Source: an optimization exercise on an open RTL-to-GDS flow (aim: small area and a short achievable clock period). Production flows keep margins and buffers that such runs may drop. At most, simulation tests tie the RTL to the original design; equivalence was not proved. Only the layout flow was run in run 2; the RTL was not checked for function there. No activity file was given, so power comes from the tool's default toggle rates.

## flow/design.v (module list and top-level ports; edited modules follow where they fit)
// module AdderPair: 24 lines
// module Comparator: 6 lines
// module Counter: 16 lines
// module FA: 7 lines
// module Multiply16x16: 1363 lines
// module Multiply8x8: 369 lines
// module Tree8x8: 299 lines
// module MuxMod: 14 lines
// module PathSegment: 20 lines
// module ChipLevel: 23 lines
module ChipLevel (
   input  logic [15:0] data16_a, data16_b, data16_c, data16_d,
   input  logic [7:0] din_a, din_b,
   input  logic [1:0] sel,
   input  logic clk, cin, rst, start,
   input  logic s1, s2, op,
   output logic [15:0] mux_out, regout,
   output logic [31:0] m32_out,
   output logic cout1, cout2, comp_out1, comp_out2
);
  // ...
==> flow/run.sh <==
#!/bin/bash
# synth_recipe.tcl (not shown) runs the flow's synth.tcl, then flattens the netlist and writes it again
# the make line also repeats each setting of config.mk as NAME=value (left out here)
make -C /OpenROAD-flow-scripts/flow DESIGN_CONFIG=/design/flow/config.mk WORK_HOME=/design/flow/orfs CLKGATE_MAP_FILE= SYNTH_SCRIPT=/design/flow/synth_recipe.tcl finish
==> flow/config.mk <==
export PLATFORM = sky130hd
export DESIGN_NAME = ChipLevel
export DESIGN_NICKNAME = ChipLevel
export VERILOG_FILES = /design/flow/design.v
export SDC_FILE = /design/flow/constraint.sdc
export NUM_CORES = 4
export LEC_CHECK = 0
export CAP_MARGIN = 20
export CORE_MARGIN = 2
export CORE_UTILIZATION = 60
export SETUP_SLACK_MARGIN = 4.0
export SLEW_MARGIN = 20
==> flow/constraint.sdc <==
create_clock -name core_clock -period 8.0 [get_ports {clk}]
set_input_delay 1.6000 -clock core_clock [delete_from_list [all_inputs] [get_ports {clk}]]
set_output_delay 1.6000 -clock core_clock [all_outputs]
set_load 0.01 [all_outputs]
==> key figures, run 1 <==
STA
  • Clock tree skew after final layout: 7.651 ps
  • Setup WS post-layout: 3376 ps
  • Hold violation total from the final report: 0

Detailed routing
  • Total Routed Length: 48770 µm
  • Post-detailed-route DRC marker count: 0
  • Initial detailed-routing violation count: 918
  • Met3 layer wire length in the routed design: 2771 µm
  • Routed vias/inst: 5.488

Global routing
  • Pin count of the biggest net entering global routing: 37
  • Layer carrying the most global-route usage: met2

Yosys
  • Synthesized-area fraction occupied by adder cells: 39.12%
  • Top FF cell, synth: dfxtp_1
  • Total standard cell area after synthesis: 18580 µm²
  • Multiplexer share of the synthesized area: 3.711%

Power
  • Top power consumer group: combinational cells

Run status
  • Run status: complete, no violations

Critical path
  • Most frequent CP cell: fa_1
  • Crit path from: data16_a[10]
  • Kind of end point of the critical path: register

Cells and area
  • Layout sequential cell count: 189
  • Final cell area excluding filler cells: 23550 µm²
  • Buffers, non-clock: 287
  • Signed area change from the synthesized netlist to the final layout: 26.79%

Worst hold path
  • Worst hold endpoint: u1.ad16[7]$_DFF_P_

Clock tree
  • Setup Fix Bufs, Post-CTS: 79

Floorplan
  • Area inside the core boundary: 30510 µm²
  • Starting density of the core: 60.89%
==> module AdderPair, before the edit <==
module AdderPair (
  input  logic        clk,
  input  logic [15:0] ain, bin,
  input  logic        cin,
  output logic [15:0] ad16,    
  output logic        cout1,
  output logic [15:0] s,       
  output logic        cout2,
  output logic        lt       
);
  logic [8:0] lo1, hi1;        
  logic       c1, c2;          
  logic [7:0] s_hi;
  always_ff @(posedge clk) begin
    lo1 <= {1'b0, ain[7:0]}  + {1'b0, bin[7:0]} + {8'd0, cin};
    hi1 <= {1'b0, ain[15:8]} + {1'b0, bin[15:8]};
    c1  <= lo1[8];
    c2  <= c1;
    {cout1, ad16} <= {hi1 + {8'd0, lo1[8]}, lo1[7:0]};
    {cout2, s_hi} <= hi1 + {8'd0, c2};
    lt <= (c2 & ~lo1[8] & ~&hi1[7:0]) | (lo1[8] & ~c2 & &hi1[7:0]);
  end
  assign s = {s_hi, ad16[7:0]};
endmodule
==> module Multiply8x8, before the edit <==
module Multiply8x8 (
  input  logic clk,
  input  logic [7:0] a,
  input  logic [7:0] b,
  output logic [15:0] p
);
logic pp0_0;
logic pp0_1;
logic pp0_2;
logic pp0_3;
logic pp0_4;
logic pp0_5;
logic pp0_6;
logic pp0_7;
logic pp1_0;
logic pp1_1;
logic pp1_2;
logic pp1_3;
logic pp1_4;
logic pp1_5;
logic pp1_6;
logic pp1_7;
logic pp2_0;
logic pp2_1;
logic pp2_2;
logic pp2_3;
logic pp2_4;
logic pp2_5;
logic pp2_6;
logic pp2_7;
logic pp3_0;
logic pp3_1;
logic pp3_2;
logic pp3_3;
logic pp3_4;
logic pp3_5;
logic pp3_6;
logic pp3_7;
logic pp4_0;
logic pp4_1;
logic pp4_2;
logic pp4_3;
logic pp4_4;
logic pp4_5;
logic pp4_6;
logic pp4_7;
logic pp5_0;
logic pp5_1;
logic pp5_2;
logic pp5_3;
logic pp5_4;
logic pp5_5;
logic pp5_6;
logic pp5_7;
logic pp6_0;
logic pp6_1;
logic pp6_2;
logic pp6_3;
logic pp6_4;
logic pp6_5;
logic pp6_6;
logic pp6_7;
logic pp7_0;
logic pp7_1;
logic pp7_2;
logic pp7_3;
logic pp7_4;
logic pp7_5;
logic pp7_6;
logic pp7_7;
logic t1;
logic t2;
logic t3;
logic t4;
logic t5;
logic t6;
logic t7;
logic t8;
logic t9;
logic t10;
logic t11;
logic t12;
logic t13;
logic t14;
logic t15;
logic t16;
logic t17;
logic t18;
logic t19;
logic t20;
logic t21;
logic t22;
logic t23;
logic t24;
logic t25;
logic t26;
logic t27;
logic t28;
logic t29;
logic t30;
logic t31;
logic t32;
logic t33;
logic t34;
logic t35;
logic t36;
logic t37;
logic t38;
logic t39;
logic t40;
logic t41;
logic t42;
logic t43;
logic t44;
logic t45;
logic t46;
logic t47;
logic t48;
logic t49;
logic t50;
logic t51;
logic t52;
logic t53;
logic t54;
logic t55;
logic t56;
logic t57;
logic t58;
logic t59;
logic t60;
logic t61;
logic t62;
logic t63;
logic t64;
logic t65;
logic t66;
logic t67;
logic t68;
logic t69;
logic t70;
logic t71;
logic t72;
logic t73;
logic t74;
logic t75;
logic t76;
logic t77;
logic t78;
logic t79;
logic t80;
logic t81;
logic t82;
logic t83;
logic t84;
logic t85;
logic t86;
logic t87;
logic t88;
logic t89;
logic t90;
logic t91;
logic t92;
logic t93;
logic t94;
assign pp0_0 = ~(a[0] & b[0]);
assign pp0_1 = ~(a[0] & b[1]);
assign pp0_2 = ~(a[0] & b[2]);
assign pp0_3 = ~(a[0] & b[3]);
assign pp0_4 = ~(a[0] & b[4]);
assign pp0_5 = ~(a[0] & b[5]);
assign pp0_6 = ~(a[0] & b[6]);
assign pp0_7 = ~(a[0] & b[7]);
assign pp1_0 = ~(a[1] & b[0]);
assign pp1_1 = ~(a[1] & b[1]);
assign pp1_2 = ~(a[1] & b[2]);
assign pp1_3 = ~(a[1] & b[3]);
assign pp1_4 = ~(a[1] & b[4]);
assign pp1_5 = ~(a[1] & b[5]);
assign pp1_6 = ~(a[1] & b[6]);
assign pp1_7 = ~(a[1] & b[7]);
assign pp2_0 = ~(a[2] & b[0]);
assign pp2_1 = ~(a[2] & b[1]);
assign pp2_2 = ~(a[2] & b[2]);
assign pp2_3 = ~(a[2] & b[3]);
assign pp2_4 = ~(a[2] & b[4]);
assign pp2_5 = ~(a[2] & b[5]);
assign pp2_6 = ~(a[2] & b[6]);
assign pp2_7 = ~(a[2] & b[7]);
assign pp3_0 = ~(a[3] & b[0]);
assign pp3_1 = ~(a[3] & b[1]);
assign pp3_2 = ~(a[3] & b[2]);
assign pp3_3 = ~(a[3] & b[3]);
assign pp3_4 = ~(a[3] & b[4]);
assign pp3_5 = ~(a[3] & b[5]);
assign pp3_6 = ~(a[3] & b[6]);
assign pp3_7 = ~(a[3] & b[7]);
assign pp4_0 = ~(a[4] & b[0]);
assign pp4_1 = ~(a[4] & b[1]);
assign pp4_2 = ~(a[4] & b[2]);
assign pp4_3 = ~(a[4] & b[3]);
assign pp4_4 = ~(a[4] & b[4]);
assign pp4_5 = ~(a[4] & b[5]);
assign pp4_6 = ~(a[4] & b[6]);
assign pp4_7 = ~(a[4] & b[7]);
assign pp5_0 = ~(a[5] & b[0]);
assign pp5_1 = ~(a[5] & b[1]);
assign pp5_2 = ~(a[5] & b[2]);
assign pp5_3 = ~(a[5] & b[3]);
assign pp5_4 = ~(a[5] & b[4]);
assign pp5_5 = ~(a[5] & b[5]);
assign pp5_6 = ~(a[5] & b[6]);
assign pp5_7 = ~(a[5] & b[7]);
assign pp6_0 = ~(a[6] & b[0]);
assign pp6_1 = ~(a[6] & b[1]);
assign pp6_2 = ~(a[6] & b[2]);
assign pp6_3 = ~(a[6] & b[3]);
assign pp6_4 = ~(a[6] & b[4]);
assign pp6_5 = ~(a[6] & b[5]);
assign pp6_6 = ~(a[6] & b[6]);
assign pp6_7 = ~(a[6] & b[7]);
assign pp7_0 = ~(a[7] & b[0]);
assign pp7_1 = ~(a[7] & b[1]);
assign pp7_2 = ~(a[7] & b[2]);
assign pp7_3 = ~(a[7] & b[3]);
assign pp7_4 = ~(a[7] & b[4]);
assign pp7_5 = ~(a[7] & b[5]);
assign pp7_6 = ~(a[7] & b[6]);
assign pp7_7 = ~(a[7] & b[7]);
assign t1 = ~(pp0_1 ^ pp1_0);
assign t2 = pp0_1 | pp1_0;
FA fa203 (.A(pp0_2), .B(pp1_1), .CIN(pp2_0), .COUT(t4), .SUM(t3));
assign t5 = ~(t2 ^ t3);
assign t6 = t2 | t3;
FA fa204 (.A(pp0_3), .B(pp1_2), .CIN(pp2_1), .COUT(t8), .SUM(t7));
FA fa205 (.A(pp3_0), .B(t4), .CIN(t7), .COUT(t10), .SUM(t9));
assign t11 = ~(t6 ^ t9);
assign t12 = t6 | t9;
FA fa206 (.A(pp0_4), .B(pp1_3), .CIN(pp2_2), .COUT(t14), .SUM(t13));
FA fa207 (.A(pp3_1), .B(pp4_0), .CIN(t8), .COUT(t16), .SUM(t15));
FA fa208 (.A(t13), .B(t15), .CIN(t10), .COUT(t18), .SUM(t17));
assign t19 = ~(t12 ^ t17);
assign t20 = t12 | t17;
FA fa209 (.A(pp0_5), .B(pp1_4), .CIN(pp2_3), .COUT(t22), .SUM(t21));
FA fa210 (.A(pp3_2), .B(pp4_1), .CIN(pp5_0), .COUT(t24), .SUM(t23));
FA fa211 (.A(t14), .B(t21), .CIN(t23), .COUT(t26), .SUM(t25));
FA fa212 (.A(t16), .B(t25), .CIN(t18), .COUT(t28), .SUM(t27));
assign t29 = ~(t20 ^ t27);
assign t30 = t20 | t27;
FA fa213 (.A(pp0_6), .B(pp1_5), .CIN(pp2_4), .COUT(t32), .SUM(t31));
FA fa214 (.A(pp3_3), .B(pp4_2), .CIN(pp5_1), .COUT(t34), .SUM(t33));
FA fa215 (.A(pp6_0), .B(t22), .CIN(t24), .COUT(t36), .SUM(t35));
FA fa216 (.A(t31), .B(t33), .CIN(t35), .COUT(t38), .SUM(t37));
FA fa217 (.A(t26), .B(t37), .CIN(t28), .COUT(t40), .SUM(t39));
FA fa218 (.A(pp0_7), .B(pp1_6), .CIN(pp2_5), .COUT(t42), .SUM(t41));
FA fa219 (.A(pp3_4), .B(pp4_3), .CIN(pp5_2), .COUT(t44), .SUM(t43));
FA fa220 (.A(pp6_1), .B(pp7_0), .CIN(t32), .COUT(t46), .SUM(t45));
FA fa221 (.A(t34), .B(t41), .CIN(t43), .COUT(t48), .SUM(t47));
FA fa222 (.A(t36), .B(t45), .CIN(t47), .COUT(t50), .SUM(t49));
assign t51 = ~(t38 ^ t49);
assign t52 = t38 | t49;
FA fa223 (.A(pp1_7), .B(pp2_6), .CIN(pp3_5), .COUT(t54), .SUM(t53));
FA fa224 (.A(pp4_4), .B(pp5_3), .CIN(pp6_2), .COUT(t56), .SUM(t55));
FA fa225 (.A(pp7_1), .B(t42), .CIN(t44), .COUT(t58), .SUM(t57));
FA fa226 (.A(t53), .B(t55), .CIN(t46), .COUT(t60), .SUM(t59));
FA fa227 (.A(t57), .B(t48), .CIN(t59), .COUT(t62), .SUM(t61));
assign t63 = ~(t50 ^ t52);
assign t64 = t50 | t52;
FA fa228 (.A(pp2_7), .B(pp3_6), .CIN(pp4_5), .COUT(t66), .SUM(t65));
FA fa229 (.A(pp5_4), .B(pp6_3), .CIN(pp7_2), .COUT(t68), .SUM(t67));
FA fa230 (.A(t54), .B(t56), .CIN(t65), .COUT(t70), .SUM(t69));
FA fa231 (.A(t67), .B(t58), .CIN(t69), .COUT(t72), .SUM(t71));
FA fa232 (.A(t60), .B(t71), .CIN(t62), .COUT(t74), .SUM(t73));
FA fa233 (.A(pp3_7), .B(pp4_6), .CIN(pp5_5), .COUT(t76), .SUM(t75));
FA fa234 (.A(pp6_4), .B(pp7_3), .CIN(t66), .COUT(t78), .SUM(t77));
FA fa235 (.A(t68), .B(t75), .CIN(t77), .COUT(t80), .SUM(t79));
FA fa236 (.A(t70), .B(t79), .CIN(t72), .COUT(t82), .SUM(t81));
FA fa237 (.A(pp4_7), .B(pp5_6), .CIN(pp6_5), .COUT(t84), .SUM(t83));
FA fa238 (.A(pp7_4), .B(t76), .CIN(t83), .COUT(t86), .SUM(t85));
FA fa239 (.A(t78), .B(t85), .CIN(t80), .COUT(t88), .SUM(t87));
FA fa240 (.A(pp5_7), .B(pp6_6), .CIN(pp7_5), .COUT(t90), .SUM(t89));
FA fa241 (.A(t84), .B(t89), .CIN(t86), .COUT(t92), .SUM(t91));
FA fa242 (.A(pp6_7), .B(pp7_6), .CIN(t90), .COUT(t94), .SUM(t93));
logic q0_0;
logic q0_1;
logic q0_2;
logic q0_3;
logic q0_4;
logic q0_5;
logic q0_6;
logic q0_7;
logic q0_8;
logic q0_9;
logic q0_10;
logic q0_11;
logic q0_12;
logic q0_13;
logic q0_14;
logic q1_6;
logic q1_7;
logic q1_8;
logic q1_9;
logic q1_10;
logic q1_11;
logic q1_12;
logic q1_13;
logic q1_14;
always_ff @(posedge clk) begin
  q0_0 <= pp0_0;
  q0_1 <= t1;
  q0_2 <= t5;
  q0_3 <= t11;
  q0_4 <= t19;
  q0_5 <= t29;
  q0_6 <= t30;
  q1_6 <= t39;
  q0_7 <= t40;
  q1_7 <= t51;
  q0_8 <= t61;
  q1_8 <= t63;
  q0_9 <= t64;
  q1_9 <= t73;
  q0_10 <= t74;
  q1_10 <= t81;
  q0_11 <= t82;
  q1_11 <= t87;
  q0_12 <= t88;
  q1_12 <= t91;
  q0_13 <= t92;
  q1_13 <= t93;
  q0_14 <= pp7_7;
  q1_14 <= t94;
end
logic [15:0] x, y;
assign x[0] = ~q0_0;
assign y[0] = 1'b0;
assign x[1] = ~q0_1;
assign y[1] = 1'b0;
assign x[2] = ~q0_2;
assign y[2] = 1'b0;
assign x[3] = ~q0_3;
assign y[3] = 1'b0;
assign x[4] = ~q0_4;
assign y[4] = 1'b0;
assign x[5] = ~q0_5;
assign y[5] = 1'b0;
assign x[6] = ~q0_6;
assign y[6] = ~q1_6;
assign x[7] = ~q0_7;
assign y[7] = ~q1_7;
assign x[8] = ~q0_8;
assign y[8] = ~q1_8;
assign x[9] = ~q0_9;
assign y[9] = ~q1_9;
assign x[10] = ~q0_10;
assign y[10] = ~q1_10;
assign x[11] = ~q0_11;
assign y[11] = ~q1_11;
assign x[12] = ~q0_12;
assign y[12] = ~q1_12;
assign x[13] = ~q0_13;
assign y[13] = ~q1_13;
assign x[14] = ~q0_14;
assign y[14] = ~q1_14;
assign x[15] = 1'b0;
assign y[15] = 1'b0;
logic [15:0] sum;
assign sum = x + y;
assign p = sum[15:0];
endmodule
==> module PathSegment, before the edit <==
module PathSegment (
  input  logic [15:0] R1, R2, R3, R4,
  input  logic S2, S1, clk,
  input  logic OP,
  output logic [15:0] REGOUT
);
logic [15:0] ADATA, BDATA;
logic [15:0] px, py;
always_ff @(posedge clk) begin
  if (!S2)      ADATA <= R3;
  else if (!S1) ADATA <= R1;
  if (S2)       BDATA <= R4;
  else if (S1)  BDATA <= R2;
end
Tree8x8 u_tree (.a(ADATA[7:0]), .b(BDATA[7:0]), .x(px), .y(py));
always_ff @(posedge clk) begin
  if (OP) REGOUT <= px + py;
  else    REGOUT <= ADATA + BDATA;
end
endmodule
==> run 2, diff against run 1 <==
--- a/flow/design.v
+++ b/flow/design.v
@@ -13,5 +13,9 @@
   logic [7:0] s_hi;
+  logic [7:0] lo_s, hi_s;
+  logic       lo_c, hi_c;
+  PAdd #(.W(8), .HAS_CI(1)) u_lo (.a(ain[7:0]),  .b(bin[7:0]),  .ci(cin),  .s(lo_s), .co(lo_c));
+  PAdd #(.W(8), .HAS_CI(0)) u_hi (.a(ain[15:8]), .b(bin[15:8]), .ci(1'b0), .s(hi_s), .co(hi_c));
   always_ff @(posedge clk) begin
-    lo1 <= {1'b0, ain[7:0]}  + {1'b0, bin[7:0]} + {8'd0, cin};
-    hi1 <= {1'b0, ain[15:8]} + {1'b0, bin[15:8]};
+    lo1 <= {lo_c, lo_s};
+    hi1 <= {hi_c, hi_s};
     c1  <= lo1[8];
@@ -30,2 +34,65 @@
 endmodule
+module PAdd #(
+  parameter int W = 16,
+  parameter bit INV = 0,
+  parameter bit HAS_CI = 1
+  ) (
+  input  logic [W-1:0] a, b,
+  input  logic         ci,
+  output logic [W-1:0] s,
+  output logic         co
+  );
+  localparam int OFF = HAS_CI ? 1 : 0;   
+  localparam int N = W + OFF;
+  localparam int L = (N > 32) ? 6 : (N > 16) ? 5 : (N > 8) ? 4 : (N > 4) ? 3 : (N > 2) ? 2 : 1;
+  logic [N*(L+1)-1:0] g, p;
+  if (HAS_CI) begin : c
+    assign g[0] = ci;
+    assign p[0] = 1'b0;
+  end
+  for (genvar i = OFF; i < N; i++) begin : gp
+    if (INV) begin : n
+      CellNOR2 u_g (.A(a[i-OFF]), .B(b[i-OFF]), .Y(g[i]));
+      CellXOR2 u_p (.A(a[i-OFF]), .B(b[i-OFF]), .X(p[i]));
+    end else begin : t
+      HA u_gp (.A(a[i-OFF]), .B(b[i-OFF]), .COUT(g[i]), .SUM(p[i]));
+    end
+  end
+  for (genvar l = 0; l < L; l++) begin : lvl
+    for (genvar i = 0; i < N; i++) begin : bit_
+      if ((i >> l) & 1) begin : merge
+        localparam int J = ((i >> l) << l) - 1;
+        CellAO21 u_g (.A1(p[l*N+i]), .A2(g[l*N+J]), .B1(g[l*N+i]), .X(g[(l+1)*N+i]));
+        if (((i >> (l+1)) << (l+1)) > 0) begin : pp
+          CellAND2 u_p (.A(p[l*N+i]), .B(p[l*N+J]), .X(p[(l+1)*N+i]));
+        end else begin : pz
+          assign p[(l+1)*N+i] = 1'b0;    
+        end
+      end else begin : pass
+        assign g[(l+1)*N+i] = g[l*N+i];
+        assign p[(l+1)*N+i] = p[l*N+i];
+      end
+    end
+  end
+  for (genvar i = OFF; i < N; i++) begin : sum
+    if (i == 0) begin : s0
+      assign s[0] = p[0];
+    end else begin : sn
+      CellXOR2 u_s (.A(p[i]), .B(g[L*N+i-1]), .X(s[i-OFF]));
+    end
+  end
+  assign co = g[L*N+N-1];
+endmodule
+module CellAO21 (input logic A1, A2, B1, output logic X);
+  assign X = (A1 & A2) | B1;
+endmodule
+module CellAND2 (input logic A, B, output logic X);
+  assign X = A & B;
+endmodule
+module CellXOR2 (input logic A, B, output logic X);
+  assign X = A ^ B;
+endmodule
+module CellNOR2 (input logic A, B, output logic Y);
+  assign Y = ~(A | B);
+endmodule
 module Counter (
@@ -53,2 +120,9 @@
 endmodule
+module HA (
+  input  logic A, B,
+  output logic COUT, SUM
+);
+  assign SUM  = A ^ B;
+  assign COUT = A & B;
+endmodule
 module Multiply16x16 (
@@ -1347,70 +1421,496 @@
 end
-logic [31:0] x, y;
-assign x[0] = ~q0_0;
-assign y[0] = 1'b0;
-assign x[1] = ~q0_1;
-assign y[1] = 1'b0;
-assign x[2] = ~q0_2;
-assign y[2] = 1'b0;
-assign x[3] = ~q0_3;
-assign y[3] = 1'b0;
-assign x[4] = ~q0_4;
-assign y[4] = 1'b0;
-assign x[5] = ~q0_5;
-assign y[5] = 1'b0;
-assign x[6] = ~q0_6;
-assign y[6] = 1'b0;
-assign x[7] = ~q0_7;
-assign y[7] = 1'b0;
-assign x[8] = ~q0_8;
-assign y[8] = ~q1_8;
-assign x[9] = ~q0_9;
-assign y[9] = ~q1_9;
-assign x[10] = ~q0_10;
-assign y[10] = ~q1_10;
-assign x[11] = ~q0_11;
-assign y[11] = ~q1_11;
-assign x[12] = ~q0_12;
-assign y[12] = ~q1_12;
-assign x[13] = ~q0_13;
-assign y[13] = ~q1_13;
-assign x[14] = ~q0_14;
-assign y[14] = ~q1_14;
-assign x[15] = ~q0_15;
-assign y[15] = ~q1_15;
-assign x[16] = ~q0_16;
-assign y[16] = ~q1_16;
-assign x[17] = ~q0_17;
-assign y[17] = ~q1_17;
-assign x[18] = ~q0_18;
-assign y[18] = ~q1_18;
-assign x[19] = ~q0_19;
-assign y[19] = ~q1_19;
-assign x[20] = ~q0_20;
-assign y[20] = ~q1_20;
-assign x[21] = ~q0_21;
-assign y[21] = ~q1_21;
-assign x[22] = ~q0_22;
-assign y[22] = ~q1_22;
-assign x[23] = ~q0_23;
-assign y[23] = ~q1_23;
-assign x[24] = ~q0_24;
-assign y[24] = ~q1_24;
-assign x[25] = ~q0_25;
-assign y[25] = ~q1_25;
-assign x[26] = ~q0_26;
-assign y[26] = ~q1_26;
-assign x[27] = ~q0_27;
-assign y[27] = ~q1_27;
-assign x[28] = ~q0_28;
-assign y[28] = ~q1_28;
-assign x[29] = ~q0_29;
-assign y[29] = ~q1_29;
-assign x[30] = ~q0_30;
-assign y[30] = ~q1_30;
-assign x[31] = 1'b0;
-assign y[31] = 1'b0;
-logic [31:0] sum;
-assign sum = x + y;
-assign p = sum[31:0];
+logic v1;
+logic v2;
+logic v3;
+logic v4;
+logic v5;
+logic v6;
+logic v7;
+logic v8;
+logic v9;
+logic v10;
+logic v11;
+logic v12;
+logic v13;
+logic v14;
+logic v15;
+logic v16;
+logic v17;
+logic v18;
+logic v19;
+logic v20;
+logic v21;
+logic v22;
+logic v23;
+logic v24;
+logic v25;
+logic v26;
+logic v27;
+logic v28;
+logic v29;
+logic v30;
+logic v31;
+logic v32;
+logic v33;
+logic v34;
+logic v35;
+logic v36;
+logic v37;
+logic v38;
+logic v39;
+logic v40;
+logic v41;
+logic v42;
+logic v43;
+logic v44;
+logic v45;
+logic v46;
+logic v47;
+logic v48;
+logic v49;
+logic v50;
+logic v51;
+logic v52;
+logic v53;
+logic v54;
+logic v55;
+logic v56;
+logic v57;
+logic v58;
+logic v59;
+logic v60;
+logic v61;
+logic v62;
+logic v63;
+logic v64;
+logic v65;
+logic v66;
+logic v67;
+logic v68;
+logic v69;
+logic v70;
+logic v71;
+logic v72;
+logic v73;
+logic v74;
+logic v75;
+logic v76;
+logic v77;
+logic v78;
+logic v79;
+logic v80;
+logic v81;
+logic v82;
+logic v83;
+logic v84;
+logic v85;
+logic v86;
+logic v87;
+logic v88;
+logic v89;
+logic v90;
+logic v91;
+logic v92;
+logic v93;
+logic v94;
+logic v95;
+logic v96;
+logic v97;
+logic v98;
+logic v99;
+logic v100;
+logic v101;
+logic v102;
+logic v103;
+logic v104;
+logic v105;
+logic v106;
+logic v107;
+logic v108;
+logic v109;
+logic v110;
+logic v111;
+logic v112;
+logic v113;
+logic v114;
+logic v115;
+logic v116;
+logic v117;
+logic v118;
+logic v119;
+logic v120;
+logic v121;
+logic v122;
+logic v123;
+logic v124;
+logic v125;
+logic v126;
+logic v127;
+logic v128;
+logic v129;
+logic v130;
+logic v131;
+logic v132;
+logic v133;
+logic v134;
+logic v135;
+logic v136;
+logic v137;
+logic v138;
+logic v139;
+logic v140;
+logic v141;
+logic v142;
+logic v143;
+logic v144;
+logic v145;
+logic v146;
+logic v147;
+logic v148;
+logic v149;
+logic v150;
+logic v151;
+logic v152;
+logic v153;
+logic v154;
+logic v155;
+logic v156;
+logic v157;
+logic v158;
+logic v159;
+logic v160;
+logic v161;
+logic v162;
+logic v163;
+logic v164;
+logic v165;
+logic v166;
+logic v167;
+logic v168;
+logic v169;
+logic v170;
+logic v171;
+logic v172;
+logic v173;
+logic v174;
+logic v175;
+logic v176;
+logic v177;
+logic v178;
+logic v179;
+logic v180;
+logic v181;
+logic v182;
+logic v183;
+logic v184;
+logic v185;
+logic v186;
+logic v187;
+logic v188;
+logic v189;
+logic v190;
+logic v191;
+logic v192;
+logic v193;
+logic v194;
+logic v195;
+logic v196;
+logic v197;
+logic v198;
+logic v199;
+logic v200;
+logic v201;
+logic v202;
+logic v203;
+logic v204;
+logic v205;
+logic v206;
+logic v207;
+logic v208;
+logic v209;
+logic v210;
+logic v211;
+logic v212;
+logic v213;
+logic v214;
+logic v215;
+logic v216;
+logic v217;
+logic v218;
+logic v219;
+logic v220;
+logic v221;
+logic v222;
+logic v223;
+logic v224;
+logic v225;
+logic v226;
+logic v227;
+logic v228;
+logic v229;
+logic v230;
+logic v231;
+assign v1 = ~q0_0;
+assign v2 = ~q0_1;
+assign v3 = ~q0_2;
+assign v4 = ~q0_3;
+assign v5 = ~q0_4;
+assign v6 = ~q0_5;
+assign v7 = ~q0_6;
+assign v8 = ~q0_7;
+CellNOR2 cv9 (.A(q0_8), .B(q1_8), .Y(v9));
+CellXOR2 cv10 (.A(q0_8), .B(q1_8), .X(v10));
+CellNOR2 cv11 (.A(q0_9), .B(q1_9), .Y(v11));
+CellXOR2 cv12 (.A(q0_9), .B(q1_9), .X(v12));
+CellNOR2 cv13 (.A(q0_10), .B(q1_10), .Y(v13));
+CellXOR2 cv14 (.A(q0_10), .B(q1_10), .X(v14));
+CellNOR2 cv15 (.A(q0_11), .B(q1_11), .Y(v15));
+CellXOR2 cv16 (.A(q0_11), .B(q1_11), .X(v16));
+CellNOR2 cv17 (.A(q0_12), .B(q1_12), .Y(v17));
+CellXOR2 cv18 (.A(q0_12), .B(q1_12), .X(v18));
+CellNOR2 cv19 (.A(q0_13), .B(q1_13), .Y(v19));
+CellXOR2 cv20 (.A(q0_13), .B(q1_13), .X(v20));
+CellNOR2 cv21 (.A(q0_14), .B(q1_14), .Y(v21));
+CellXOR2 cv22 (.A(q0_14), .B(q1_14), .X(v22));
+CellNOR2 cv23 (.A(q0_15), .B(q1_15), .Y(v23));
+CellXOR2 cv24 (.A(q0_15), .B(q1_15), .X(v24));
+CellNOR2 cv25 (.A(q0_16), .B(q1_16), .Y(v25));
+CellXOR2 cv26 (.A(q0_16), .B(q1_16), .X(v26));
+CellNOR2 cv27 (.A(q0_17), .B(q1_17), .Y(v27));
+CellXOR2 cv28 (.A(q0_17), .B(q1_17), .X(v28));
+CellNOR2 cv29 (.A(q0_18), .B(q1_18), .Y(v29));
+CellXOR2 cv30 (.A(q0_18), .B(q1_18), .X(v30));
+CellNOR2 cv31 (.A(q0_19), .B(q1_19), .Y(v31));
+CellXOR2 cv32 (.A(q0_19), .B(q1_19), .X(v32));
+CellNOR2 cv33 (.A(q0_20), .B(q1_20), .Y(v33));
+CellXOR2 cv34 (.A(q0_20), .B(q1_20), .X(v34));
+CellNOR2 cv35 (.A(q0_21), .B(q1_21), .Y(v35));
+CellXOR2 cv36 (.A(q0_21), .B(q1_21), .X(v36));
+CellNOR2 cv37 (.A(q0_22), .B(q1_22), .Y(v37));
+CellXOR2 cv38 (.A(q0_22), .B(q1_22), .X(v38));
+CellNOR2 cv39 (.A(q0_23), .B(q1_23), .Y(v39));
+CellXOR2 cv40 (.A(q0_23), .B(q1_23), .X(v40));
+CellNOR2 cv41 (.A(q0_24), .B(q1_24), .Y(v41));
+CellXOR2 cv42 (.A(q0_24), .B(q1_24), .X(v42));
+CellNOR2 cv43 (.A(q0_25), .B(q1_25), .Y(v43));
+CellXOR2 cv44 (.A(q0_25), .B(q1_25), .X(v44));
+CellNOR2 cv45 (.A(q0_26), .B(q1_26), .Y(v45));
+CellXOR2 cv46 (.A(q0_26), .B(q1_26), .X(v46));
+CellNOR2 cv47 (.A(q0_27), .B(q1_27), .Y(v47));
+CellXOR2 cv48 (.A(q0_27), .B(q1_27), .X(v48));
+CellNOR2 cv49 (.A(q0_28), .B(q1_28), .Y(v49));
+CellXOR2 cv50 (.A(q0_28), .B(q1_28), .X(v50));
+CellNOR2 cv51 (.A(q0_29), .B(q1_29), .Y(v51));
+CellXOR2 cv52 (.A(q0_29), .B(q1_29), .X(v52));
+CellNOR2 cv53 (.A(q0_30), .B(q1_30), .Y(v53));
+CellXOR2 cv54 (.A(q0_30), .B(q1_30), .X(v54));
+CellAND2 cv55 (.A(v4), .B(v3), .X(v55));
+CellAND2 cv56 (.A(v6), .B(v5), .X(v56));
+CellAND2 cv57 (.A(v8), .B(v7), .X(v57));
+CellAND2 cv58 (.A(v12), .B(v9), .X(v58));
+CellAO21 cv59 (.A1(v12), .A2(v9), .B1(v11), .X(v59));
+CellAND2 cv60 (.A(v12), .B(v10), .X(v60));
+CellAND2 cv61 (.A(v16), .B(v13), .X(v61));
+CellAO21 cv62 (.A1(v16), .A2(v13), .B1(v15), .X(v62));
+CellAND2 cv63 (.A(v16), .B(v14), .X(v63));
+CellAND2 cv64 (.A(v20), .B(v17), .X(v64));
+CellAO21 cv65 (.A1(v20), .A2(v17), .B1(v19), .X(v65));
+CellAND2 cv66 (.A(v20), .B(v18), .X(v66));
+CellAND2 cv67 (.A(v24), .B(v21), .X(v67));
+CellAO21 cv68 (.A1(v24), .A2(v21), .B1(v23), .X(v68));
+CellAND2 cv69 (.A(v24), .B(v22), .X(v69));
+CellAND2 cv70 (.A(v28), .B(v25), .X(v70));
+CellAO21 cv71 (.A1(v28), .A2(v25), .B1(v27), .X(v71));
+CellAND2 cv72 (.A(v28), .B(v26), .X(v72));
+CellAND2 cv73 (.A(v32), .B(v29), .X(v73));
+CellAO21 cv74 (.A1(v32), .A2(v29), .B1(v31), .X(v74));
+CellAND2 cv75 (.A(v32), .B(v30), .X(v75));
+CellAND2 cv76 (.A(v36), .B(v33), .X(v76));
+CellAO21 cv77 (.A1(v36), .A2(v33), .B1(v35), .X(v77));
+CellAND2 cv78 (.A(v36), .B(v34), .X(v78));
+CellAND2 cv79 (.A(v40), .B(v37), .X(v79));
+CellAO21 cv80 (.A1(v40), .A2(v37), .B1(v39), .X(v80));
+CellAND2 cv81 (.A(v40), .B(v38), .X(v81));
+CellAND2 cv82 (.A(v44), .B(v41), .X(v82));
+CellAO21 cv83 (.A1(v44), .A2(v41), .B1(v43), .X(v83));
+CellAND2 cv84 (.A(v44), .B(v42), .X(v84));
+CellAND2 cv85 (.A(v48), .B(v45), .X(v85));
+CellAO21 cv86 (.A1(v48), .A2(v45), .B1(v47), .X(v86));
+CellAND2 cv87 (.A(v48), .B(v46), .X(v87));
+CellAND2 cv88 (.A(v52), .B(v49), .X(v88));
+CellAO21 cv89 (.A1(v52), .A2(v49), .B1(v51), .X(v89));
+CellAND2 cv90 (.A(v52), .B(v50), .X(v90));
+CellAND2 cv91 (.A(v7), .B(v56), .X(v91));
+CellAND2 cv92 (.A(v57), .B(v56), .X(v92));
+CellAND2 cv93 (.A(v14), .B(v59), .X(v93));
+CellAO21 cv94 (.A1(v14), .A2(v59), .B1(v13), .X(v94));
+CellAND2 cv95 (.A(v14), .B(v60), .X(v95));
+CellAND2 cv96 (.A(v63), .B(v59), .X(v96));
+CellAO21 cv97 (.A1(v63), .A2(v59), .B1(v62), .X(v97));
+CellAND2 cv98 (.A(v63), .B(v60), .X(v98));
+CellAND2 cv99 (.A(v22), .B(v65), .X(v99));
+CellAO21 cv100 (.A1(v22), .A2(v65), .B1(v21), .X(v100));
+CellAND2 cv101 (.A(v22), .B(v66), .X(v101));
+CellAND2 cv102 (.A(v69), .B(v65), .X(v102));
+CellAO21 cv103 (.A1(v69), .A2(v65), .B1(v68), .X(v103));
+CellAND2 cv104 (.A(v69), .B(v66), .X(v104));
+CellAND2 cv105 (.A(v30), .B(v71), .X(v105));
+CellAO21 cv106 (.A1(v30), .A2(v71), .B1(v29), .X(v106));
+CellAND2 cv107 (.A(v30), .B(v72), .X(v107));
+CellAND2 cv108 (.A(v75), .B(v71), .X(v108));
+CellAO21 cv109 (.A1(v75), .A2(v71), .B1(v74), .X(v109));
+CellAND2 cv110 (.A(v75), .B(v72), .X(v110));
+CellAND2 cv111 (.A(v38), .B(v77), .X(v111));
+CellAO21 cv112 (.A1(v38), .A2(v77), .B1(v37), .X(v112));
+CellAND2 cv113 (.A(v38), .B(v78), .X(v113));
+CellAND2 cv114 (.A(v81), .B(v77), .X(v114));
+CellAO21 cv115 (.A1(v81), .A2(v77), .B1(v80), .X(v115));
+CellAND2 cv116 (.A(v81), .B(v78), .X(v116));
+CellAND2 cv117 (.A(v46), .B(v83), .X(v117));
+CellAO21 cv118 (.A1(v46), .A2(v83), .B1(v45), .X(v118));
+CellAND2 cv119 (.A(v46), .B(v84), .X(v119));
+CellAND2 cv120 (.A(v87), .B(v83), .X(v120));
+CellAO21 cv121 (.A1(v87), .A2(v83), .B1(v86), .X(v121));
+CellAND2 cv122 (.A(v87), .B(v84), .X(v122));
+CellAND2 cv123 (.A(v54), .B(v89), .X(v123));
+CellAO21 cv124 (.A1(v54), .A2(v89), .B1(v53), .X(v124));
+CellAND2 cv125 (.A(v54), .B(v90), .X(v125));
+CellAND2 cv126 (.A(v18), .B(v97), .X(v126));
+CellAO21 cv127 (.A1(v18), .A2(v97), .B1(v17), .X(v127));
+CellAND2 cv128 (.A(v18), .B(v98), .X(v128));
+CellAND2 cv129 (.A(v66), .B(v97), .X(v129));
+CellAO21 cv130 (.A1(v66), .A2(v97), .B1(v65), .X(v130));
+CellAND2 cv131 (.A(v66), .B(v98), .X(v131));
+CellAND2 cv132 (.A(v101), .B(v97), .X(v132));
+CellAO21 cv133 (.A1(v101), .A2(v97), .B1(v100), .X(v133));
+CellAND2 cv134 (.A(v101), .B(v98), .X(v134));
+CellAND2 cv135 (.A(v104), .B(v97), .X(v135));
+CellAO21 cv136 (.A1(v104), .A2(v97), .B1(v103), .X(v136));
+CellAND2 cv137 (.A(v104), .B(v98), .X(v137));
+CellAND2 cv138 (.A(v34), .B(v109), .X(v138));
+CellAO21 cv139 (.A1(v34), .A2(v109), .B1(v33), .X(v139));
+CellAND2 cv140 (.A(v34), .B(v110), .X(v140));
+CellAND2 cv141 (.A(v78), .B(v109), .X(v141));
+CellAO21 cv142 (.A1(v78), .A2(v109), .B1(v77), .X(v142));
+CellAND2 cv143 (.A(v78), .B(v110), .X(v143));
+CellAND2 cv144 (.A(v113), .B(v109), .X(v144));
+CellAO21 cv145 (.A1(v113), .A2(v109), .B1(v112), .X(v145));
+CellAND2 cv146 (.A(v113), .B(v110), .X(v146));
+CellAND2 cv147 (.A(v116), .B(v109), .X(v147));
+CellAO21 cv148 (.A1(v116), .A2(v109), .B1(v115), .X(v148));
+CellAND2 cv149 (.A(v116), .B(v110), .X(v149));
+CellAND2 cv150 (.A(v50), .B(v121), .X(v150));
+CellAO21 cv151 (.A1(v50), .A2(v121), .B1(v49), .X(v151));
+CellAND2 cv152 (.A(v50), .B(v122), .X(v152));
+CellAND2 cv153 (.A(v90), .B(v121), .X(v153));
+CellAO21 cv154 (.A1(v90), .A2(v121), .B1(v89), .X(v154));
+CellAND2 cv155 (.A(v90), .B(v122), .X(v155));
+CellAND2 cv156 (.A(v125), .B(v121), .X(v156));
+CellAO21 cv157 (.A1(v125), .A2(v121), .B1(v124), .X(v157));
+CellAND2 cv158 (.A(v125), .B(v122), .X(v158));
+CellAND2 cv159 (.A(v42), .B(v148), .X(v159));
+CellAO21 cv160 (.A1(v42), .A2(v148), .B1(v41), .X(v160));
+CellAND2 cv161 (.A(v42), .B(v149), .X(v161));
+CellAND2 cv162 (.A(v84), .B(v148), .X(v162));
+CellAO21 cv163 (.A1(v84), .A2(v148), .B1(v83), .X(v163));
+CellAND2 cv164 (.A(v84), .B(v149), .X(v164));
+CellAND2 cv165 (.A(v119), .B(v148), .X(v165));
+CellAO21 cv166 (.A1(v119), .A2(v148), .B1(v118), .X(v166));
+CellAND2 cv167 (.A(v119), .B(v149), .X(v167));
+CellAND2 cv168 (.A(v122), .B(v148), .X(v168));
+CellAO21 cv169 (.A1(v122), .A2(v148), .B1(v121), .X(v169));
+CellAND2 cv170 (.A(v122), .B(v149), .X(v170));
+CellAND2 cv171 (.A(v152), .B(v148), .X(v171));
+CellAO21 cv172 (.A1(v152), .A2(v148), .B1(v151), .X(v172));
+CellAND2 cv173 (.A(v152), .B(v149), .X(v173));
+CellAND2 cv174 (.A(v155), .B(v148), .X(v174));
+CellAO21 cv175 (.A1(v155), .A2(v148), .B1(v154), .X(v175));
+CellAND2 cv176 (.A(v155), .B(v149), .X(v176));
+CellAND2 cv177 (.A(v158), .B(v148), .X(v177));
+CellAO21 cv178 (.A1(v158), .A2(v148), .B1(v157), .X(v178));
+CellAND2 cv179 (.A(v158), .B(v149), .X(v179));
+CellAND2 cv180 (.A(v26), .B(v136), .X(v180));
+CellAO21 cv181 (.A1(v26), .A2(v136), .B1(v25), .X(v181));
+CellAND2 cv182 (.A(v72), .B(v136), .X(v182));
+CellAO21 cv183 (.A1(v72), .A2(v136), .B1(v71), .X(v183));
+CellAND2 cv184 (.A(v107), .B(v136), .X(v184));
+CellAO21 cv185 (.A1(v107), .A2(v136), .B1(v106), .X(v185));
+CellAND2 cv186 (.A(v110), .B(v136), .X(v186));
+CellAO21 cv187 (.A1(v110), .A2(v136), .B1(v109), .X(v187));
+CellAND2 cv188 (.A(v140), .B(v136), .X(v188));
+CellAO21 cv189 (.A1(v140), .A2(v136), .B1(v139), .X(v189));
+CellAND2 cv190 (.A(v143), .B(v136), .X(v190));
+CellAO21 cv191 (.A1(v143), .A2(v136), .B1(v142), .X(v191));
+CellAND2 cv192 (.A(v146), .B(v136), .X(v192));
+CellAO21 cv193 (.A1(v146), .A2(v136), .B1(v145), .X(v193));
+CellAND2 cv194 (.A(v149), .B(v136), .X(v194));
+CellAO21 cv195 (.A1(v149), .A2(v136), .B1(v148), .X(v195));
+CellAND2 cv196 (.A(v161), .B(v136), .X(v196));
+CellAO21 cv197 (.A1(v161), .A2(v136), .B1(v160), .X(v197));
+CellAND2 cv198 (.A(v164), .B(v136), .X(v198));
+CellAO21 cv199 (.A1(v164), .A2(v136), .B1(v163), .X(v199));
+CellAND2 cv200 (.A(v167), .B(v136), .X(v200));
+CellAO21 cv201 (.A1(v167), .A2(v136), .B1(v166), .X(v201));
+CellAND2 cv202 (.A(v170), .B(v136), .X(v202));
+CellAO21 cv203 (.A1(v170), .A2(v136), .B1(v169), .X(v203));
+CellAND2 cv204 (.A(v173), .B(v136), .X(v204));
+CellAO21 cv205 (.A1(v173), .A2(v136), .B1(v172), .X(v205));
+CellAND2 cv206 (.A(v176), .B(v136), .X(v206));
+CellAO21 cv207 (.A1(v176), .A2(v136), .B1(v175), .X(v207));
+CellAND2 cv208 (.A(v179), .B(v136), .X(v208));
+CellAO21 cv209 (.A1(v179), .A2(v136), .B1(v178), .X(v209));
+CellXOR2 cv210 (.A(v12), .B(v9), .X(v210));
+CellXOR2 cv211 (.A(v14), .B(v59), .X(v211));
+CellXOR2 cv212 (.A(v16), .B(v94), .X(v212));
+CellXOR2 cv213 (.A(v18), .B(v97), .X(v213));
+CellXOR2 cv214 (.A(v20), .B(v127), .X(v214));
+CellXOR2 cv215 (.A(v22), .B(v130), .X(v215));
+CellXOR2 cv216 (.A(v24), .B(v133), .X(v216));
+CellXOR2 cv217 (.A(v26), .B(v136), .X(v217));
+CellXOR2 cv218 (.A(v28), .B(v181), .X(v218));
+CellXOR2 cv219 (.A(v30), .B(v183), .X(v219));
+CellXOR2 cv220 (.A(v32), .B(v185), .X(v220));
+CellXOR2 cv221 (.A(v34), .B(v187), .X(v221));
+CellXOR2 cv222 (.A(v36), .B(v189), .X(v222));
+CellXOR2 cv223 (.A(v38), .B(v191), .X(v223));
+CellXOR2 cv224 (.A(v40), .B(v193), .X(v224));
+CellXOR2 cv225 (.A(v42), .B(v195), .X(v225));
+CellXOR2 cv226 (.A(v44), .B(v197), .X(v226));
+CellXOR2 cv227 (.A(v46), .B(v199), .X(v227));
+CellXOR2 cv228 (.A(v48), .B(v201), .X(v228));
+CellXOR2 cv229 (.A(v50), .B(v203), .X(v229));
+CellXOR2 cv230 (.A(v52), .B(v205), .X(v230));
+CellXOR2 cv231 (.A(v54), .B(v207), .X(v231));
+assign p[0] = v1;
+assign p[1] = v2;
+assign p[2] = v3;
+assign p[3] = v4;
+assign p[4] = v5;
+assign p[5] = v6;
+assign p[6] = v7;
+assign p[7] = v8;
+assign p[8] = v10;
+assign p[9] = v210;
+assign p[10] = v211;
+assign p[11] = v212;
+assign p[12] = v213;
+assign p[13] = v214;
+assign p[14] = v215;
+assign p[15] = v216;
+assign p[16] = v217;
+assign p[17] = v218;
+assign p[18] = v219;
+assign p[19] = v220;
+assign p[20] = v221;
+assign p[21] = v222;
+assign p[22] = v223;
+assign p[23] = v224;
+assign p[24] = v225;
+assign p[25] = v226;
+assign p[26] = v227;
+assign p[27] = v228;
+assign p[28] = v229;
+assign p[29] = v230;
+assign p[30] = v231;
+assign p[31] = v209;
 endmodule
@@ -1748,38 +2248,178 @@
 end
-logic [15:0] x, y;
-assign x[0] = ~q0_0;
-assign y[0] = 1'b0;
-assign x[1] = ~q0_1;
-assign y[1] = 1'b0;
-assign x[2] = ~q0_2;
-assign y[2] = 1'b0;
-assign x[3] = ~q0_3;
-assign y[3] = 1'b0;
-assign x[4] = ~q0_4;
-assign y[4] = 1'b0;
-assign x[5] = ~q0_5;
-assign y[5] = 1'b0;
-assign x[6] = ~q0_6;
-assign y[6] = ~q1_6;
-assign x[7] = ~q0_7;
-assign y[7] = ~q1_7;
-assign x[8] = ~q0_8;
-assign y[8] = ~q1_8;
-assign x[9] = ~q0_9;
-assign y[9] = ~q1_9;
-assign x[10] = ~q0_10;
-assign y[10] = ~q1_10;
-assign x[11] = ~q0_11;
-assign y[11] = ~q1_11;
-assign x[12] = ~q0_12;
-assign y[12] = ~q1_12;
-assign x[13] = ~q0_13;
-assign y[13] = ~q1_13;
-assign x[14] = ~q0_14;
-assign y[14] = ~q1_14;
-assign x[15] = 1'b0;
-assign y[15] = 1'b0;
-logic [15:0] sum;
-assign sum = x + y;
-assign p = sum[15:0];
+logic v1;
+logic v2;
+logic v3;
+logic v4;
+logic v5;
+logic v6;
+logic v7;
+logic v8;
+logic v9;
+logic v10;
+logic v11;
+logic v12;
+logic v13;
+logic v14;
+logic v15;
+logic v16;
+logic v17;
+logic v18;
+logic v19;
+logic v20;
+logic v21;
+logic v22;
+logic v23;
+logic v24;
+logic v25;
+logic v26;
+logic v27;
+logic v28;
+logic v29;
+logic v30;
+logic v31;
+logic v32;
+logic v33;
+logic v34;
+logic v35;
+logic v36;
+logic v37;
+logic v38;
+logic v39;
+logic v40;
+logic v41;
+logic v42;
+logic v43;
+logic v44;
+logic v45;
+logic v46;
+logic v47;
+logic v48;
+logic v49;
+logic v50;
+logic v51;
+logic v52;
+logic v53;
+logic v54;
+logic v55;
+logic v56;
+logic v57;
+logic v58;
+logic v59;
+logic v60;
+logic v61;
+logic v62;
+logic v63;
+logic v64;
+logic v65;
+logic v66;
+logic v67;
+logic v68;
+logic v69;
+logic v70;
+logic v71;
+logic v72;
+logic v73;
+logic v74;
+logic v75;
+logic v76;
+logic v77;
+logic v78;
+logic v79;
+logic v80;
+assign v1 = ~q0_0;
+assign v2 = ~q0_1;
+assign v3 = ~q0_2;
+assign v4 = ~q0_3;
+assign v5 = ~q0_4;
+assign v6 = ~q0_5;
+CellNOR2 cv7 (.A(q0_6), .B(q1_6), .Y(v7));
+CellXOR2 cv8 (.A(q0_6), .B(q1_6), .X(v8));
+CellNOR2 cv9 (.A(q0_7), .B(q1_7), .Y(v9));
+CellXOR2 cv10 (.A(q0_7), .B(q1_7), .X(v10));
+CellNOR2 cv11 (.A(q0_8), .B(q1_8), .Y(v11));
+CellXOR2 cv12 (.A(q0_8), .B(q1_8), .X(v12));
+CellNOR2 cv13 (.A(q0_9), .B(q1_9), .Y(v13));
+CellXOR2 cv14 (.A(q0_9), .B(q1_9), .X(v14));
+CellNOR2 cv15 (.A(q0_10), .B(q1_10), .Y(v15));
+CellXOR2 cv16 (.A(q0_10), .B(q1_10), .X(v16));
+CellNOR2 cv17 (.A(q0_11), .B(q1_11), .Y(v17));
+CellXOR2 cv18 (.A(q0_11), .B(q1_11), .X(v18));
+CellNOR2 cv19 (.A(q0_12), .B(q1_12), .Y(v19));
+CellXOR2 cv20 (.A(q0_12), .B(q1_12), .X(v20));
+CellNOR2 cv21 (.A(q0_13), .B(q1_13), .Y(v21));
+CellXOR2 cv22 (.A(q0_13), .B(q1_13), .X(v22));
+CellNOR2 cv23 (.A(q0_14), .B(q1_14), .Y(v23));
+CellXOR2 cv24 (.A(q0_14), .B(q1_14), .X(v24));
+CellAND2 cv25 (.A(v4), .B(v3), .X(v25));
+CellAND2 cv26 (.A(v6), .B(v5), .X(v26));
+CellAND2 cv27 (.A(v10), .B(v7), .X(v27));
+CellAO21 cv28 (.A1(v10), .A2(v7), .B1(v9), .X(v28));
+CellAND2 cv29 (.A(v10), .B(v8), .X(v29));
+CellAND2 cv30 (.A(v14), .B(v11), .X(v30));
+CellAO21 cv31 (.A1(v14), .A2(v11), .B1(v13), .X(v31));
+CellAND2 cv32 (.A(v14), .B(v12), .X(v32));
+CellAND2 cv33 (.A(v18), .B(v15), .X(v33));
+CellAO21 cv34 (.A1(v18), .A2(v15), .B1(v17), .X(v34));
+CellAND2 cv35 (.A(v18), .B(v16), .X(v35));
+CellAND2 cv36 (.A(v22), .B(v19), .X(v36));
+CellAO21 cv37 (.A1(v22), .A2(v19), .B1(v21), .X(v37));
+CellAND2 cv38 (.A(v22), .B(v20), .X(v38));
+CellAND2 cv39 (.A(v8), .B(v26), .X(v39));
+CellAND2 cv40 (.A(v29), .B(v26), .X(v40));
+CellAND2 cv41 (.A(v16), .B(v31), .X(v41));
+CellAO21 cv42 (.A1(v16), .A2(v31), .B1(v15), .X(v42));
+CellAND2 cv43 (.A(v16), .B(v32), .X(v43));
+CellAND2 cv44 (.A(v35), .B(v31), .X(v44));
+CellAO21 cv45 (.A1(v35), .A2(v31), .B1(v34), .X(v45));
+CellAND2 cv46 (.A(v35), .B(v32), .X(v46));
+CellAND2 cv47 (.A(v24), .B(v37), .X(v47));
+CellAO21 cv48 (.A1(v24), .A2(v37), .B1(v23), .X(v48));
+CellAND2 cv49 (.A(v24), .B(v38), .X(v49));
+CellAND2 cv50 (.A(v20), .B(v45), .X(v50));
+CellAO21 cv51 (.A1(v20), .A2(v45), .B1(v19), .X(v51));
+CellAND2 cv52 (.A(v20), .B(v46), .X(v52));
+CellAND2 cv53 (.A(v38), .B(v45), .X(v53));
+CellAO21 cv54 (.A1(v38), .A2(v45), .B1(v37), .X(v54));
+CellAND2 cv55 (.A(v38), .B(v46), .X(v55));
+CellAND2 cv56 (.A(v49), .B(v45), .X(v56));
+CellAO21 cv57 (.A1(v49), .A2(v45), .B1(v48), .X(v57));
+CellAND2 cv58 (.A(v49), .B(v46), .X(v58));
+CellAND2 cv59 (.A(v12), .B(v28), .X(v59));
+CellAO21 cv60 (.A1(v12), .A2(v28), .B1(v11), .X(v60));
+CellAND2 cv61 (.A(v32), .B(v28), .X(v61));
+CellAO21 cv62 (.A1(v32), .A2(v28), .B1(v31), .X(v62));
+CellAND2 cv63 (.A(v43), .B(v28), .X(v63));
+CellAO21 cv64 (.A1(v43), .A2(v28), .B1(v42), .X(v64));
+CellAND2 cv65 (.A(v46), .B(v28), .X(v65));
+CellAO21 cv66 (.A1(v46), .A2(v28), .B1(v45), .X(v66));
+CellAND2 cv67 (.A(v52), .B(v28), .X(v67));
+CellAO21 cv68 (.A1(v52), .A2(v28), .B1(v51), .X(v68));
+CellAND2 cv69 (.A(v55), .B(v28), .X(v69));
+CellAO21 cv70 (.A1(v55), .A2(v28), .B1(v54), .X(v70));
+CellAND2 cv71 (.A(v58), .B(v28), .X(v71));
+CellAO21 cv72 (.A1(v58), .A2(v28), .B1(v57), .X(v72));
+CellXOR2 cv73 (.A(v10), .B(v7), .X(v73));
+CellXOR2 cv74 (.A(v12), .B(v28), .X(v74));
+CellXOR2 cv75 (.A(v14), .B(v60), .X(v75));
+CellXOR2 cv76 (.A(v16), .B(v62), .X(v76));
+CellXOR2 cv77 (.A(v18), .B(v64), .X(v77));
+CellXOR2 cv78 (.A(v20), .B(v66), .X(v78));
+CellXOR2 cv79 (.A(v22), .B(v68), .X(v79));
+CellXOR2 cv80 (.A(v24), .B(v70), .X(v80));
+assign p[0] = v1;
+assign p[1] = v2;
+assign p[2] = v3;
+assign p[3] = v4;
+assign p[4] = v5;
+assign p[5] = v6;
+assign p[6] = v8;
+assign p[7] = v73;
+assign p[8] = v74;
+assign p[9] = v75;
+assign p[10] = v76;
+assign p[11] = v77;
+assign p[12] = v78;
+assign p[13] = v79;
+assign p[14] = v80;
+assign p[15] = v72;
 endmodule
@@ -2105,3 +2745,3 @@
 logic [15:0] ADATA, BDATA;
-logic [15:0] px, py;
+logic [15:0] px, py, sa, sb, sum;
 always_ff @(posedge clk) begin
@@ -2113,5 +2753,7 @@
 Tree8x8 u_tree (.a(ADATA[7:0]), .b(BDATA[7:0]), .x(px), .y(py));
+assign sa = OP ? px : ADATA;
+assign sb = OP ? py : BDATA;
+PAdd #(.W(16), .HAS_CI(0)) u_add (.a(sa), .b(sb), .ci(1'b0), .s(sum), .co());
 always_ff @(posedge clk) begin
-  if (OP) REGOUT <= px + py;
-  else    REGOUT <= ADATA + BDATA;
+  REGOUT <= sum;
 end
==> flow/flow/run.sh (new file) <==
#!/bin/bash
# Layout flow: the standard one, except that synthesis keeps the design's FA
# modules as the library's full-adder cell (flow/synth_fa.tcl) and leaves the
# remaining logic to ABC without re-extracting adders from it.  The
# registers must come out exactly as in the standard synthesis (same names
# and cell types); if they do not, the standard synthesis is used instead.
set -uo pipefail
R=orfs/results/$FLOW_PLATFORM/ChipLevel/base

bash standard.sh synth > std_synth.log 2>&1 || exit 1
cp $R/1_2_yosys.v std_1_2_yosys.v

# 2. the synthesis with full-adder cells, in a work folder of its own
MK=$(sed -n 's/^make -C \S* \(.*\) "\${@:-finish}"$/\1/p' standard.sh | sed 's|WORK_HOME=\S*||; s|SYNTH_SCRIPT=\S*||')
read -ra MKARGS <<< "$MK"
make -C "$FLOW_HOME" "${MKARGS[@]}" WORK_HOME="$PWD/orfs_fa" SYNTH_SCRIPT="$PWD/flow/synth_fa.tcl" \
  "SYNTH_KEEP_MODULES=FA HA CellAO21 CellAND2 CellXOR2 CellNOR2" "ADDER_MAP_FILE=" synth > fa_synth.log 2>&1
ok=$?
if [[ $ok -eq 0 ]] && python3 flow/same_regs.py std_1_2_yosys.v orfs_fa/results/$FLOW_PLATFORM/ChipLevel/base/1_2_yosys.v > regs_check.log 2>&1; then
  echo "using the full-adder synthesis" > synth_choice.log
  cp orfs_fa/results/$FLOW_PLATFORM/ChipLevel/base/1_2_yosys.v $R/1_2_yosys.v
  rm -f $R/1_synth.odb $R/1_synth.sdc
else
  echo "using the standard synthesis (fa synth exit $ok)" > synth_choice.log
fi

# 3. the rest of the standard flow, with the ORFS settings in flow/make_args.txt
EXTRA=()
if [[ -f flow/make_args.txt ]]; then
  while read -r line; do [[ -n "$line" && "$line" != \#* ]] && EXTRA+=("${line//@FLOW@/$PWD/flow}"); done < flow/make_args.txt
fi
bash standard.sh finish "${EXTRA[@]}" > std_finish.log 2>&1
==> flow/flow/make_args.txt (new file) <==
BUFFER_PORTS_ARGS=-buffer_cell sky130_fd_sc_hd__buf_1
POST_GLOBAL_PLACE_TCL=@FLOW@/post_gpl.tcl
DONT_USE_CELLS=sky130_fd_sc_hd__probe_p_8 sky130_fd_sc_hd__probec_p_8 sky130_fd_sc_hd__lpflow_bleeder_1 sky130_fd_sc_hd__lpflow_clkbufkapwr_1 sky130_fd_sc_hd__lpflow_clkbufkapwr_16 sky130_fd_sc_hd__lpflow_clkbufkapwr_2 sky130_fd_sc_hd__lpflow_clkbufkapwr_4 sky130_fd_sc_hd__lpflow_clkbufkapwr_8 sky130_fd_sc_hd__lpflow_clkinvkapwr_1 sky130_fd_sc_hd__lpflow_clkinvkapwr_16 sky130_fd_sc_hd__lpflow_clkinvkapwr_2 sky130_fd_sc_hd__lpflow_clkinvkapwr_4 sky130_fd_sc_hd__lpflow_clkinvkapwr_8 sky130_fd_sc_hd__lpflow_decapkapwr_12 sky130_fd_sc_hd__lpflow_decapkapwr_3 sky130_fd_sc_hd__lpflow_decapkapwr_4 sky130_fd_sc_hd__lpflow_decapkapwr_6 sky130_fd_sc_hd__lpflow_decapkapwr_8 sky130_fd_sc_hd__lpflow_inputiso0n_1 sky130_fd_sc_hd__lpflow_inputiso0p_1 sky130_fd_sc_hd__lpflow_inputiso1n_1 sky130_fd_sc_hd__lpflow_inputiso1p_1 sky130_fd_sc_hd__lpflow_inputisolatch_1 sky130_fd_sc_hd__lpflow_isobufsrc_1 sky130_fd_sc_hd__lpflow_isobufsrc_16 sky130_fd_sc_hd__lpflow_isobufsrc_2 sky130_fd_sc_hd__lpflow_isobufsrc_4 sky130_fd_sc_hd__lpflow_isobufsrc_8 sky130_fd_sc_hd__lpflow_isobufsrckapwr_16 sky130_fd_sc_hd__lpflow_lsbuf_lh_hl_isowell_tap_1 sky130_fd_sc_hd__lpflow_lsbuf_lh_hl_isowell_tap_2 sky130_fd_sc_hd__lpflow_lsbuf_lh_hl_isowell_tap_4 sky130_fd_sc_hd__lpflow_lsbuf_lh_isowell_4 sky130_fd_sc_hd__lpflow_lsbuf_lh_isowell_tap_1 sky130_fd_sc_hd__lpflow_lsbuf_lh_isowell_tap_2 sky130_fd_sc_hd__lpflow_lsbuf_lh_isowell_tap_4  sky130_fd_sc_hd__clkdlybuf4s15_1 sky130_fd_sc_hd__clkdlybuf4s15_2 sky130_fd_sc_hd__clkdlybuf4s18_1 sky130_fd_sc_hd__clkdlybuf4s18_2 sky130_fd_sc_hd__clkdlybuf4s25_1 sky130_fd_sc_hd__clkdlybuf4s25_2 sky130_fd_sc_hd__clkdlybuf4s50_1 sky130_fd_sc_hd__clkdlybuf4s50_2
==> flow/flow/post_gpl.tcl (new file) <==
# The standard port buffering gives every port a buf_1 (BUFFER_PORTS_ARGS);
# input ports fan out to many cells, so their buffers become buf_4.
foreach inst [get_cells input*] {
  if {[get_property $inst ref_name] eq "sky130_fd_sc_hd__buf_1"} {
    replace_cell $inst sky130_fd_sc_hd__buf_4
  }
}
==> flow/flow/same_regs.py (new file) <==
"""Exit 0 if two netlists have the same flip-flops (instance names and cell types)."""
import re, sys

def regs(path):
    txt = open(path).read()
    return sorted(re.findall(r'(sky130_fd_sc_hd__(?:df|edf|sdf|dl)\w*)\s+(\S+)\s*\(', txt))

a, b = regs(sys.argv[1]), regs(sys.argv[2])
print(len(a), "registers in the standard synthesis,", len(b), "in the other")
if a != b or not a:
    print("differ:", sorted(set(a) ^ set(b))[:20])
    sys.exit(1)
print("same")
==> flow/flow/synth_fa.tcl (new file) <==
# synth_recipe.tcl with one change: the small gate modules of the design (FA,
# HA and the Cell* gates), kept as hierarchy through SYNTH_KEEP_MODULES,
# become the library's matching cells instead of being flattened and
# re-synthesized, so the adders keep the structure the RTL gives them.
proc synth {args} { yosys synth -nofsm -noshare {*}$args }
source $::env(SCRIPTS_DIR)/synth.tcl
foreach {m c} {
  FA       sky130_fd_sc_hd__fa_1
  HA       sky130_fd_sc_hd__ha_1
  CellAO21 sky130_fd_sc_hd__a21o_1
  CellAND2 sky130_fd_sc_hd__and2_1
  CellXOR2 sky130_fd_sc_hd__xor2_1
  CellNOR2 sky130_fd_sc_hd__nor2_1
} {
  if {[lsearch -exact $::env(SYNTH_KEEP_MODULES) $m] >= 0} {
    chtype -set $c t:$m
    delete $m
  }
}
# left out here: clear keep_hierarchy, flatten, clean up, hide names made inside functions
tee -o $::env(REPORTS_DIR)/synth_stat_fa.txt stat {*}$lib_args
# left out here: write 1_2_yosys.v
==> flow/standard.sh (new file) <==
#!/bin/bash
# synth_recipe.tcl (not shown) runs the flow's synth.tcl, then flattens the netlist and writes it again
# the make line also repeats each setting of config.mk as NAME=value (left out here)
make -C /OpenROAD-flow-scripts/flow DESIGN_CONFIG=/design/flow/config.mk WORK_HOME=/design/flow/orfs CLKGATE_MAP_FILE= SYNTH_SCRIPT=/design/flow/synth_recipe.tcl "${@:-finish}"
--- a/flow/config.mk
+++ b/flow/config.mk
@@ -10,3 +10,3 @@
 export CORE_UTILIZATION = 60
-export SETUP_SLACK_MARGIN = 4.0
+export SETUP_SLACK_MARGIN = 3.3
 export SLEW_MARGIN = 20
removed: flow/run.sh
==> run 2 against run 1 <==
Synthesized area fell by 8.8%. First-iteration DRC count fell by 35%. Highest routed layer is now met4. Sequential power rose by 4%. Clock skew rose by 4.3 ps. Via count fell by 15%. Worst setup slack improved by 10 ps. Total power fell by 26%. Register-to-register slack got worse by 310 ps. Wire length fell by 21%. Die area fell by 8.6%. Flip-flop and latch count did not move. Clock power fell by 2.5%.
==> key figures, run 2 <==
Run status
  • Run status: complete, no violations (unchanged)

Job
  • Max-cap violations: 0 (unchanged)

STA
  • Setup Viol. Count Final: 0 (unchanged)
  • Hold violation total from the final report: 0 (unchanged)
  • Total negative slack for setup checks: 0 ps (unchanged)
  • Highest clock frequency the design can meet: 216.8 MHz (was 216.3 MHz)
  • Clock tree skew after final layout: 11.96 ps (was 7.651 ps)
  • Slew at the pin with the worst max-slew slack: 919.4 ps (was 713.7 ps)

Placed design
  • Cell area after placement: 17810 µm² (was 20750 µm²)

Detailed routing
  • Initial detailed-routing violation count: 593 (was 918)
  • Total Routed Length: 38620 µm (was 48770 µm)
  • Total via count after detailed routing: 11871 (was 14005)
  • Post-detailed-route DRC marker count: 0 (unchanged)
  • WL per Instance: 18.20 µm (was 19.11 µm)
  • Routed vias/inst: 5.594 (was 5.488)

Global routing
  • Pin count of the biggest net entering global routing: 40 (was 37)
  • Global-route wire length before repair: 63350 µm (was 78480 µm)
  • Initial antenna violation count: 0 (was 6)

Cells and area
  • Final cell area excluding filler cells: 18460 µm² (was 23550 µm²)
  • Final antenna diode count: 0 (was 5)
  • Signed area change from the synthesized netlist to the final layout: 8.960% (was 26.79%)

Yosys
  • Average cell area after synthesis: 10.11 µm² (was 9.860 µm²)
  • Number of nets produced by synthesis: 2073 (was 2384)
  • Syn Inst Count: 1675 (was 1884)
  • Total standard cell area after synthesis: 16940 µm² (was 18580 µm²)

Critical path
  • Crit path from: data16_a[10] (unchanged)
  • Setup slack, reg-to-reg: 3510 ps (was 3820 ps)
  • Critical path, cell by cell: buf_4 > buf_1 > nand2_1 > fa_1 > fa_1 > fa_1 > fa_1 > fa_1 (was buf_12 > and2_4 > fa_2 > fa_1 > inv_2 > fa_1 > inv_2 > fa_1 > inv_1 > fa_1 > inv_1 > fa_2 > inv_2)
  • Most frequent CP cell: fa_1 (unchanged)
  • Arrival @ worst endpoint: 4940 ps (was 4980 ps)
  • CP Max Fanout: 10 (was 6)
  • Kind of end point of the critical path: register (unchanged)
  • Slowest CP cell: fa_1 (unchanged)
  • Worst setup SP type: input pin (unchanged)
  • Number of cells traversed by the worst register-to-register path: 13 (unchanged)
  • Cell family contributing the most delay on the critical path: adder cells (unchanged)

Clock tree
  • Number of buffers added by the clock tree synthesis step: 17 (unchanged)
  • Bufs on Longest Clock Path: 2 (unchanged)
  • CTS Root Cell: clkbuf_16 (unchanged)
  • Sinks on the clock net: 189 (unchanged)
  • Clk pin slew, worst setup/hold paths: 80 ps (was 90 ps)
  • Setup Fix Bufs, Post-CTS: 0 (was 79)

Power
  • Leakage component of the power: 7.772 nW (was 10.81 nW)
  • VDD IR max: 0.1388 mV (was 0.3480 mV)

Floorplan
  • I/O pins: 157 (unchanged)
  • Starting density of the core: 60.97% (was 60.89%)
  • Vertical extent of the die: 172.0 µm (was 180.0 µm)
  • Site Rows: 61 (was 64)
  • Area inside the core boundary: 27780 µm² (was 30510 µm²)
run 2: where the power goes:
part / internal, W / total [W] / switching (W) / leakage, nW
combinational: 0.00133 / 0.00287 / 0.00154 / 5.83
clock: 0.000436 / 0.000888 / 0.000453 / 0.303
sequential: 0.00126 / 0.00143 / 0.000164 / 1.64
total: 0.00303 / 0.00518 / 0.00215 / 7.77
run 2: final cells by class:
cell class / count / area [µm²]
clock inverter: 15 / 203.9
sequential: 189 / 4104
fill: 2309 / 9325
clock buffer: 17 / 425.4
tap: 378 / 473.0
inverter: 37 / 138.9
timing repair buffer: 187 / 1046
multi-input combinational: 1299 / 12070
run 2: layer usage:
metal | GRT usage (%) | up-vias | part of all wire, %
met3 | 4.257 | 67 | 5.4
met4 | 8.769 | 0 | 2.2
met5 | 0 | - | 0
met2 | 49.59 | 357 | 51
li1 | - | 5409 | -
met1 | 35.68 | 6038 | 41
run 2: worst min-delay path by stage:
stage                         endpoint
finish              u1.ad16[3]$_DFF_P_
global route        u1.ad16[3]$_DFF_P_
CTS                 u1.ad16[7]$_DFF_P_
detailed placement  u1.ad16[7]$_DFF_P_
global placement    u1.ad16[0]$_DFF_P_
floorplan           u1.ad16[0]$_DFF_P_
run 2: stage by stage:
step / worst slack, ps / utilization [%] / std cells / power (W) / hold slack (ps)
global placement: 2485 / 62.96 / 2090 / 0.004260 / 310.2
detailed placement: 2840 / 64.12 / 2090 / 0.004341 / 313.2
global route: 3301 / 66.43 / 2122 / 0.005699 / 331.4
floorplan: 3168 / - / 1675 / 0.003904 / 309.6
CTS: 3314 / 66.39 / 2122 / 0.005244 / 331.2
finish: 3386 / 66.43 / 2122 / 0.005184 / 328.1
run 2: worst reg2reg max path, cell delays in order, from the launching register on:
cell	delay, ps
edfxtp_1	600
nand2_1	140
fa_1	460
fa_1	400
fa_1	490
fa_1	410
fa_1	510
mux2i_1	80
ha_1	360
a21o_1	200
a21o_1	220
a21o_1	190
a21o_1	160
xor2_1	140

==> re-timing with driven ports <==
In the flow no input, the clock included, has a driving cell. The finished layouts below were timed again as built, in two steps. Step 1 (the two cells are an assumption about what drives the block):
set clk [get_ports {clk}]
set_driving_cell -lib_cell sky130_fd_sc_hd__clkbuf_16 $clk
set_driving_cell -lib_cell sky130_fd_sc_hd__buf_2 [delete_from_list [all_inputs] $clk]
Step 2 adds t to the input delays and takes it off the output delays; t is the mean of the earliest and latest rising clock arrival at the registers after step 1. Input paths then give back, and output paths get back, about the clock's delay inside the block. a / b / c = no drivers / after step 1 / after step 2; a / b = the first two.
run | t (ns) | slack for setup (ns) | worst setup path at the end | worst register clock-pin slew, ns | worst slew at a driven data input, ns
run 1 | 0.510 | 3.376 / 3.346 / 2.836 | input to register | 0.09 / 0.09 | 0.17
run 2 | 0.497 | 3.386 / 3.404 / 2.906 | input to register | 0.09 / 0.09 | 0.05
After both steps every run listed still meets setup and hold. The setup slack of run 1, which loses most, moves by -0.030 ns with the drivers and by -0.540 ns with both steps.
